Context: an optimization exercise on an open-source flow, tuned for small area and a short achievable clock period. The choices shown serve that exercise and are no tape-out recipe. In this exercise RTL edits were held to simulation tests only and were not proved equivalent to the original.

## LDL_crc32_dn_check
module LDL_crc32_dn_check #(parameter NUM = 16)(
  input  [8*NUM -1:0]        data,  
  input  [$clog2(NUM) -1:0]  bnum,  
  input         valid,
  input         eof  ,
  output reg    err  ,
  input         rst_n,
  input         clk
);
Size in the first run: roughly 1100 cells after synthesis, about 33 flip-flops, about 140 I/O pins, about 0.0097 sq mm of cells after synthesis.
export LEC_CHECK = 0
export ABC_CLOCK_PERIOD_IN_PS = 1500
export CAP_MARGIN = 20
export CORE_MARGIN = 2
export CORE_UTILIZATION = 50
export CTS_BUF_LIST = sky130_fd_sc_hd__clkbuf_4
export CTS_CLUSTER_DIAMETER = 150
export CTS_CLUSTER_SIZE = 30
export GPL_ROUTABILITY_DRIVEN = 0
export PLACE_DENSITY = 0.75
export SLEW_MARGIN = 20
export SYNTH_HIERARCHICAL = 1
export SYNTH_MINIMUM_KEEP_SIZE = 0
create_clock -name core_clock -period 24.0 [get_ports {clk}]
standard.sh (not shown) runs the stock make flow with config.mk's settings and CLKGATE_MAP_FILE= SYNTH_SCRIPT=/design/flow/synth_recipe.tcl, a recipe that flattens the netlist after the stock synthesis.
==> flow/flow/run.sh <==
#!/bin/bash
# Layout: the standard ORFS flow (standard.sh) with the standard synthesis, and these
# changes to how the rest of the layout is made:
#  - port buffers are sky130_fd_sc_hd__buf_1 cells (buffer_ports -buffer_cell) instead of
#    the delay-buffer cells buffer_ports picks by default;
#  - after synthesis, the delay cells (clkdlybuf4s*, dlygate*, dlymetal*) join the
#    platform's DONT_USE_CELLS, so placement and repair do not use them;
set -euo pipefail
bash standard.sh synth > make_synth.log 2>&1
export BUFFER_PORTS_ARGS="-buffer_cell sky130_fd_sc_hd__buf_1"
DU="sky130_fd_sc_hd__probe_p_8 sky130_fd_sc_hd__probec_p_8 sky130_fd_sc_hd__lpflow_bleeder_1 sky130_fd_sc_hd__lpflow_clkbufkapwr_1 sky130_fd_sc_hd__lpflow_clkbufkapwr_16 sky130_fd_sc_hd__lpflow_clkbufkapwr_2 sky130_fd_sc_hd__lpflow_clkbufkapwr_4 sky130_fd_sc_hd__lpflow_clkbufkapwr_8 sky130_fd_sc_hd__lpflow_clkinvkapwr_1 sky130_fd_sc_hd__lpflow_clkinvkapwr_16 sky130_fd_sc_hd__lpflow_clkinvkapwr_2 sky130_fd_sc_hd__lpflow_clkinvkapwr_4 sky130_fd_sc_hd__lpflow_clkinvkapwr_8 sky130_fd_sc_hd__lpflow_decapkapwr_12 sky130_fd_sc_hd__lpflow_decapkapwr_3 sky130_fd_sc_hd__lpflow_decapkapwr_4 sky130_fd_sc_hd__lpflow_decapkapwr_6 sky130_fd_sc_hd__lpflow_decapkapwr_8 sky130_fd_sc_hd__lpflow_inputiso0n_1 sky130_fd_sc_hd__lpflow_inputiso0p_1 sky130_fd_sc_hd__lpflow_inputiso1n_1 sky130_fd_sc_hd__lpflow_inputiso1p_1 sky130_fd_sc_hd__lpflow_inputisolatch_1 sky130_fd_sc_hd__lpflow_isobufsrc_1 sky130_fd_sc_hd__lpflow_isobufsrc_16 sky130_fd_sc_hd__lpflow_isobufsrc_2 sky130_fd_sc_hd__lpflow_isobufsrc_4 sky130_fd_sc_hd__lpflow_isobufsrc_8 sky130_fd_sc_hd__lpflow_isobufsrckapwr_16 sky130_fd_sc_hd__lpflow_lsbuf_lh_hl_isowell_tap_1 sky130_fd_sc_hd__lpflow_lsbuf_lh_hl_isowell_tap_2 sky130_fd_sc_hd__lpflow_lsbuf_lh_hl_isowell_tap_4 sky130_fd_sc_hd__lpflow_lsbuf_lh_isowell_4 sky130_fd_sc_hd__lpflow_lsbuf_lh_isowell_tap_1 sky130_fd_sc_hd__lpflow_lsbuf_lh_isowell_tap_2 sky130_fd_sc_hd__lpflow_lsbuf_lh_isowell_tap_4"
DU="$DU sky130_fd_sc_hd__clkdlybuf4s15_1 sky130_fd_sc_hd__clkdlybuf4s15_2 sky130_fd_sc_hd__clkdlybuf4s18_1 sky130_fd_sc_hd__clkdlybuf4s18_2 sky130_fd_sc_hd__clkdlybuf4s25_1 sky130_fd_sc_hd__clkdlybuf4s25_2 sky130_fd_sc_hd__clkdlybuf4s50_1 sky130_fd_sc_hd__clkdlybuf4s50_2 sky130_fd_sc_hd__dlygate4sd1_1 sky130_fd_sc_hd__dlygate4sd2_1 sky130_fd_sc_hd__dlygate4sd3_1 sky130_fd_sc_hd__dlymetal6s2s_1 sky130_fd_sc_hd__dlymetal6s4s_1 sky130_fd_sc_hd__dlymetal6s6s_1"
bash standard.sh "DONT_USE_CELLS=$DU" SETUP_SLACK_MARGIN=14 finish > make_finish.log 2>&1
The baseline completed with no timing, DRC or antenna violations.
Change:
Settings changed: CORE_UTILIZATION 50 to 60, CTS_BUF_LIST sky130_fd_sc_hd__clkbuf_4 to sky130_fd_sc_hd__clkbuf_4 sky130_fd_sc_hd__clkbuf_8, CTS_CLUSTER_DIAMETER 150 to unset, CTS_CLUSTER_SIZE 30 to unset, PLACE_DENSITY 0.75 to 0.8.
What happened:
- hold slack got worse by 0.0037 ns
- routed wire length came out higher slightly
- global-route usage came out higher by 7.3 points
- cell area is higher slightly
- final cell count went down by a few percent
- non-clock buffer count shrinks by 3
- sequential cell count does not change
- count of clock-buffer cells in the layout increases by 1
- worst setup slack degrades by 0.020 ns
- sequential share of layout area barely changes
Change:
Settings changed: CORE_UTILIZATION 60 to 50, CTS_BUF_LIST sky130_fd_sc_hd__clkbuf_4 sky130_fd_sc_hd__clkbuf_8 to sky130_fd_sc_hd__clkbuf_4, CTS_CLUSTER_DIAMETER set to 150, CTS_CLUSTER_SIZE set to 30, PLACE_DENSITY 0.8 to 0.65.
Final cell count went up by 2.9%.
Register-to-register slack gets worse by 0.06 ns.
Wire length went up by 1.2%.
Area after synthesis stays the same.
Die area climbs by 19%.
Change:
Settings changed: CTS_BUF_LIST sky130_fd_sc_hd__clkbuf_4 to sky130_fd_sc_hd__clkbuf_4 sky130_fd_sc_hd__clkbuf_8, CTS_CLUSTER_DIAMETER 150 to unset, CTS_CLUSTER_SIZE 30 to unset, GPL_TIMING_DRIVEN set to 0, PLACE_DENSITY 0.65 to 0.75.
The new run finished clean.
Count of clock-buffer cells in the layout rises by 2.
Cell area climbs by 1.4%.
Global-route usage decreases by 2.4 points.
Area after synthesis does not change.
Routed wire length goes down by about 6%.
Fmax stays flat.
Die area stays the same.
Register-to-register slack loses 0.14 ns.
Core utilization grows by 0.81 points.
First-iteration DRC count went up by about 13%.


## north
LDL_crc32_dn_check again, from the RTL that the note above started with.
==> flow/config.mk <==
export PLATFORM = sky130hd
export DESIGN_NAME = LDL_crc32_dn_check
export DESIGN_NICKNAME = LDL_crc32_dn_check
export VERILOG_FILES = /design/flow/design.v
export SDC_FILE = /design/flow/constraint.sdc
export NUM_CORES = 4
export LEC_CHECK = 0
export ABC_CLOCK_PERIOD_IN_PS = 1500
export CAP_MARGIN = 20
export CORE_MARGIN = 2
export CORE_UTILIZATION = 50
export CTS_BUF_LIST = sky130_fd_sc_hd__clkbuf_4 sky130_fd_sc_hd__clkbuf_8
export GPL_ROUTABILITY_DRIVEN = 0
export PLACE_DENSITY = 0.75
export SLEW_MARGIN = 20
export SYNTH_HIERARCHICAL = 1
export SYNTH_MINIMUM_KEEP_SIZE = 0
==> flow/constraint.sdc <==
create_clock -name core_clock -period 24.0 [get_ports {clk}]
set_input_delay 4.8000 -clock core_clock [delete_from_list [all_inputs] [get_ports {clk}]]
set_output_delay 4.8000 -clock core_clock [all_outputs]
set_load 0.01 [all_outputs]
Scripts as last shown in full above: flow/flow/run.sh
The following lists how south was set up differently from north:
--- a/flow/flow/run.sh
+++ b/flow/flow/run.sh
@@ -13 +13 @@
-bash standard.sh "DONT_USE_CELLS=$DU" SETUP_SLACK_MARGIN=14 finish > make_finish.log 2>&1
+bash standard.sh "DONT_USE_CELLS=$DU" SETUP_SLACK_MARGIN=14.5 finish > make_finish.log 2>&1
Notes after the runs:
Any difference in slew at the pin closest to its max-slew limit between south and north is small enough to ignore. Of south and north, the higher detailed route wirelength on metal2 belongs to south.
Changes in east relative to south:
- TNS_END_PERCENT: unset -> 20
--- a/flow/flow/run.sh
+++ b/flow/flow/run.sh
@@ -13 +13 @@
-bash standard.sh "DONT_USE_CELLS=$DU" SETUP_SLACK_MARGIN=14.5 finish > make_finish.log 2>&1
+bash standard.sh "DONT_USE_CELLS=$DU" SETUP_SLACK_MARGIN=14 finish > make_finish.log 2>&1
[summary]
east: all stages complete, timing, DRC and antenna checks passed
east and south ended up with roughly the same hold slack.
Relative to south, least setup slack across all paths after layout has gone down in east.


== job 5196 ==
LDL_crc32_dn_check again, from the RTL that the note above started with.
Settings: LEC_CHECK=0, ABC_CLOCK_PERIOD_IN_PS=1500, CAP_MARGIN=20, CORE_MARGIN=2, CORE_UTILIZATION=55, CTS_BUF_LIST=sky130_fd_sc_hd__clkbuf_4 sky130_fd_sc_hd__clkbuf_8, GPL_ROUTABILITY_DRIVEN=0, PLACE_DENSITY=0.8, SLEW_MARGIN=20, SYNTH_HIERARCHICAL=1, SYNTH_MINIMUM_KEEP_SIZE=0; clock period 24.0 ns.
==> flow/flow/run.sh <==
#!/bin/bash
# Layout: the standard ORFS flow (standard.sh) with the standard synthesis, and these
# changes to how the rest of the layout is made:
#  - port buffers are sky130_fd_sc_hd__buf_1 cells (buffer_ports -buffer_cell) instead of
#    the delay-buffer cells buffer_ports picks by default;
#  - after synthesis, the delay cells (clkdlybuf4s*, dlygate*, dlymetal*) join the
#    platform's DONT_USE_CELLS, so placement and repair do not use them;
set -euo pipefail
bash standard.sh synth > make_synth.log 2>&1
export BUFFER_PORTS_ARGS="-buffer_cell sky130_fd_sc_hd__buf_1"
DU="sky130_fd_sc_hd__probe_p_8 sky130_fd_sc_hd__probec_p_8 sky130_fd_sc_hd__lpflow_bleeder_1 sky130_fd_sc_hd__lpflow_clkbufkapwr_1 sky130_fd_sc_hd__lpflow_clkbufkapwr_16 sky130_fd_sc_hd__lpflow_clkbufkapwr_2 sky130_fd_sc_hd__lpflow_clkbufkapwr_4 sky130_fd_sc_hd__lpflow_clkbufkapwr_8 sky130_fd_sc_hd__lpflow_clkinvkapwr_1 sky130_fd_sc_hd__lpflow_clkinvkapwr_16 sky130_fd_sc_hd__lpflow_clkinvkapwr_2 sky130_fd_sc_hd__lpflow_clkinvkapwr_4 sky130_fd_sc_hd__lpflow_clkinvkapwr_8 sky130_fd_sc_hd__lpflow_decapkapwr_12 sky130_fd_sc_hd__lpflow_decapkapwr_3 sky130_fd_sc_hd__lpflow_decapkapwr_4 sky130_fd_sc_hd__lpflow_decapkapwr_6 sky130_fd_sc_hd__lpflow_decapkapwr_8 sky130_fd_sc_hd__lpflow_inputiso0n_1 sky130_fd_sc_hd__lpflow_inputiso0p_1 sky130_fd_sc_hd__lpflow_inputiso1n_1 sky130_fd_sc_hd__lpflow_inputiso1p_1 sky130_fd_sc_hd__lpflow_inputisolatch_1 sky130_fd_sc_hd__lpflow_isobufsrc_1 sky130_fd_sc_hd__lpflow_isobufsrc_16 sky130_fd_sc_hd__lpflow_isobufsrc_2 sky130_fd_sc_hd__lpflow_isobufsrc_4 sky130_fd_sc_hd__lpflow_isobufsrc_8 sky130_fd_sc_hd__lpflow_isobufsrckapwr_16 sky130_fd_sc_hd__lpflow_lsbuf_lh_hl_isowell_tap_1 sky130_fd_sc_hd__lpflow_lsbuf_lh_hl_isowell_tap_2 sky130_fd_sc_hd__lpflow_lsbuf_lh_hl_isowell_tap_4 sky130_fd_sc_hd__lpflow_lsbuf_lh_isowell_4 sky130_fd_sc_hd__lpflow_lsbuf_lh_isowell_tap_1 sky130_fd_sc_hd__lpflow_lsbuf_lh_isowell_tap_2 sky130_fd_sc_hd__lpflow_lsbuf_lh_isowell_tap_4"
DU="$DU sky130_fd_sc_hd__clkdlybuf4s15_1 sky130_fd_sc_hd__clkdlybuf4s15_2 sky130_fd_sc_hd__clkdlybuf4s18_1 sky130_fd_sc_hd__clkdlybuf4s18_2 sky130_fd_sc_hd__clkdlybuf4s25_1 sky130_fd_sc_hd__clkdlybuf4s25_2 sky130_fd_sc_hd__clkdlybuf4s50_1 sky130_fd_sc_hd__clkdlybuf4s50_2 sky130_fd_sc_hd__dlygate4sd1_1 sky130_fd_sc_hd__dlygate4sd2_1 sky130_fd_sc_hd__dlygate4sd3_1 sky130_fd_sc_hd__dlymetal6s2s_1 sky130_fd_sc_hd__dlymetal6s4s_1 sky130_fd_sc_hd__dlymetal6s6s_1"
bash standard.sh "DONT_USE_CELLS=$DU" SETUP_SLACK_MARGIN=14 finish > make_finish.log 2>&1
--- input diff job 5196..job 6548 ---
diff --git a/flow/config.mk b/flow/config.mk
--- a/flow/config.mk
+++ b/flow/config.mk
@@ -10,6 +10,5 @@
 export CORE_MARGIN = 2
-export CORE_UTILIZATION = 55
+export CORE_UTILIZATION = 50
 export CTS_BUF_LIST = sky130_fd_sc_hd__clkbuf_4 sky130_fd_sc_hd__clkbuf_8
-export GPL_ROUTABILITY_DRIVEN = 0
-export PLACE_DENSITY = 0.8
+export PLACE_DENSITY = 0.75
 export SLEW_MARGIN = 20
--- outcome ---
Diff job 5196 -> job 6548: count of clock-buffer cells in the layout shrank by 2, peak clock frequency supported by timing grew by about 1.6%, global-route usage over all layers grew by 1.1 points, global-route wire length before repair grew by about 10%, final cell count without fillers grew by 49. Post-place setup slack: job 6548 lower than job 5196. Side by side, via count turned out lower in job 6548 than in job 5196. The run showing the greater post-cts sizing count is job 6548.
Here is what was changed in the inputs of job 1069 compared with job 6548.
diff --git a/flow/flow/run.sh b/flow/flow/run.sh
--- a/flow/flow/run.sh
+++ b/flow/flow/run.sh
@@ -12,2 +12,2 @@
 DU="$DU sky130_fd_sc_hd__clkdlybuf4s15_1 sky130_fd_sc_hd__clkdlybuf4s15_2 sky130_fd_sc_hd__clkdlybuf4s18_1 sky130_fd_sc_hd__clkdlybuf4s18_2 sky130_fd_sc_hd__clkdlybuf4s25_1 sky130_fd_sc_hd__clkdlybuf4s25_2 sky130_fd_sc_hd__clkdlybuf4s50_1 sky130_fd_sc_hd__clkdlybuf4s50_2 sky130_fd_sc_hd__dlygate4sd1_1 sky130_fd_sc_hd__dlygate4sd2_1 sky130_fd_sc_hd__dlygate4sd3_1 sky130_fd_sc_hd__dlymetal6s2s_1 sky130_fd_sc_hd__dlymetal6s4s_1 sky130_fd_sc_hd__dlymetal6s6s_1"
-bash standard.sh "DONT_USE_CELLS=$DU" SETUP_SLACK_MARGIN=14 finish > make_finish.log 2>&1
+bash standard.sh "DONT_USE_CELLS=$DU" SETUP_SLACK_MARGIN=13.5 finish > make_finish.log 2>&1
diff --git a/flow/config.mk b/flow/config.mk
--- a/flow/config.mk
+++ b/flow/config.mk
@@ -12,2 +12,3 @@
 export CTS_BUF_LIST = sky130_fd_sc_hd__clkbuf_4 sky130_fd_sc_hd__clkbuf_8
+export GPL_ROUTABILITY_DRIVEN = 0
 export PLACE_DENSITY = 0.75
==> results.txt <==
Reported for job 6548 and job 1069, area share of xor/xnor cells in the synthesized design turned out identical to the last digit.
Job 1069 ends up with a first-iteration DRC count that is 283 higher than in job 6548.
Synthesized cell count came out exactly the same in job 6548 and job 1069.
Job 1069 against job 6548: non-clock buffer count now smaller; fraction of met2 tracks used by global routing now smaller; setup slack after layout now smaller.
Of the two values seen for master of the slowest instance on the critical path, xnor2_1 was produced by job 6548 and o41ai_2 by job 1069.
## Diff of input files: job 6077 against job 1069
diff --git a/flow/flow/run.sh b/flow/flow/run.sh
--- a/flow/flow/run.sh
+++ b/flow/flow/run.sh
@@ -12,2 +12,2 @@
 DU="$DU sky130_fd_sc_hd__clkdlybuf4s15_1 sky130_fd_sc_hd__clkdlybuf4s15_2 sky130_fd_sc_hd__clkdlybuf4s18_1 sky130_fd_sc_hd__clkdlybuf4s18_2 sky130_fd_sc_hd__clkdlybuf4s25_1 sky130_fd_sc_hd__clkdlybuf4s25_2 sky130_fd_sc_hd__clkdlybuf4s50_1 sky130_fd_sc_hd__clkdlybuf4s50_2 sky130_fd_sc_hd__dlygate4sd1_1 sky130_fd_sc_hd__dlygate4sd2_1 sky130_fd_sc_hd__dlygate4sd3_1 sky130_fd_sc_hd__dlymetal6s2s_1 sky130_fd_sc_hd__dlymetal6s4s_1 sky130_fd_sc_hd__dlymetal6s6s_1"
-bash standard.sh "DONT_USE_CELLS=$DU" SETUP_SLACK_MARGIN=13.5 finish > make_finish.log 2>&1
+bash standard.sh "DONT_USE_CELLS=$DU" SETUP_SLACK_MARGIN=14 finish > make_finish.log 2>&1
diff --git a/flow/config.mk b/flow/config.mk
--- a/flow/config.mk
+++ b/flow/config.mk
@@ -13,3 +13,3 @@
 export GPL_ROUTABILITY_DRIVEN = 0
-export PLACE_DENSITY = 0.75
+export PLACE_DENSITY = 0.65
 export SLEW_MARGIN = 20
==> results.txt <==
Job 6077 did not stop at any stage, and its layout met the timing, design-rule and antenna checks. Fraction of final layout cells with drive strength greater than 1 delta for job 6077 relative to job 1069: 0.77 points higher. Going from job 1069 to job 6077, the highest clock frequency the design can meet was found to have gone up by 5.4%. In job 6077 relative to job 1069, detail-routed net length per standard cell had gone up by a few percent. Share of the final layout cell area in sequential cells: job 6077 vs job 1069, no meaningful difference. Number of endpoints failing setup at the final stage across job 1069 and job 6077: no real change. In the reports for job 1069 and job 6077, the larger clock buffer count belongs to job 1069. Job 6077 vs. job 1069: buffer and inverter count on the worst path now sits higher. Any difference in via count normalized by instance count between job 1069 and job 6077 is small enough to ignore. Going from job 1069 to job 6077, post-cts repair resize count grows by 9. Density: job 6077 denser than job 1069.
Edits applied to the flow inputs when going from job 6077 to job 2188:
diff --git a/flow/config.mk b/flow/config.mk
--- a/flow/config.mk
+++ b/flow/config.mk
@@ -13,3 +13,3 @@
 export GPL_ROUTABILITY_DRIVEN = 0
-export PLACE_DENSITY = 0.65
+export PLACE_DENSITY = 0.9
 export SLEW_MARGIN = 20
Results
Job 2188 has completed all stages; timing, DRC and antenna checks passed. Summary — worst slack on hold paths, job 2188 relative to job 6077: higher, by 0.0056 ns. For vias after detailed routing, dividing the value from job 2188 by the value from job 6077 gives 1.10. Changes observed in job 2188 relative to job 6077: final net count has remained practically unchanged; wire length grew by about 8%; fraction of the cycle the final worst path needs climbed 1.4 points; H-tree depth now sits at about the same level.

[afterwards: timing with drivers on the ports]
The results above use ideal ports. As a check the final layouts listed here were re-extracted and re-timed, cells and wires unchanged. Step 1, drivers: a clkbuf_16 drives clk and a buf_2 each remaining input, both assumed. Step 2, shift: input delay + t, output delay - t, t = (earliest + latest rising clock arrival at the registers) / 2. This alone moves slack from input paths to output paths. Three values: no drivers, after step 1, after step 2; two values: the first two.
| run | t, ns | setup slack, ns | worst hold slack (ns) | worst data-port slew with drivers (ns) | cell pins on the clock port's net |
|---|---|---|---|---|---|
| the first run of note 1 | 0.368 | 14.038 / 14.041 / 13.673 | 0.495 / 0.495 / 0.495 | 0.04 | 1 |
| the second run of note 1 | 0.321 | 14.017 / 14.030 / 13.709 | 0.491 / 0.491 / 0.491 | 0.04 | 1 |
| the third run of note 1 | 0.360 | 14.052 / 14.056 / 13.696 | 0.489 / 0.489 / 0.489 | 0.04 | 1 |
| the fourth run of note 1 | 0.321 | 14.049 / 14.060 / 13.740 | 0.491 / 0.491 / 0.491 | 0.04 | 1 |
| north | 0.310 | 14.097 / 14.101 / 13.791 | 0.489 / 0.489 / 0.489 | 0.04 | 1 |
| south | 0.312 | 14.413 / 14.418 / 14.106 | 0.489 / 0.489 / 0.489 | 0.04 | 1 |
| east | 0.310 | 14.097 / 14.101 / 13.791 | 0.489 / 0.489 / 0.489 | 0.04 | 1 |
| job 5196 | 0.315 | 13.853 / 13.860 / 13.545 | 0.490 / 0.490 / 0.490 | 0.04 | 1 |
| job 6548 | 0.318 | 14.011 / 14.013 / 13.696 | 0.492 / 0.492 / 0.492 | 0.05 | 1 |
| job 1069 | 0.310 | 13.613 / 13.615 / 13.305 | 0.490 / 0.490 / 0.490 | 0.04 | 1 |
| job 6077 | 0.316 | 14.149 / 14.153 / 13.838 | 0.485 / 0.485 / 0.485 | 0.04 | 1 |
| job 2188 | 0.330 | 13.821 / 13.829 / 13.500 | 0.490 / 0.490 / 0.490 | 0.05 | 1 |
After both steps every run listed still meets setup and hold. The setup slack of the first run of note 1, which loses most, moves by +0.003 ns with the drivers and by -0.365 ns with both steps.
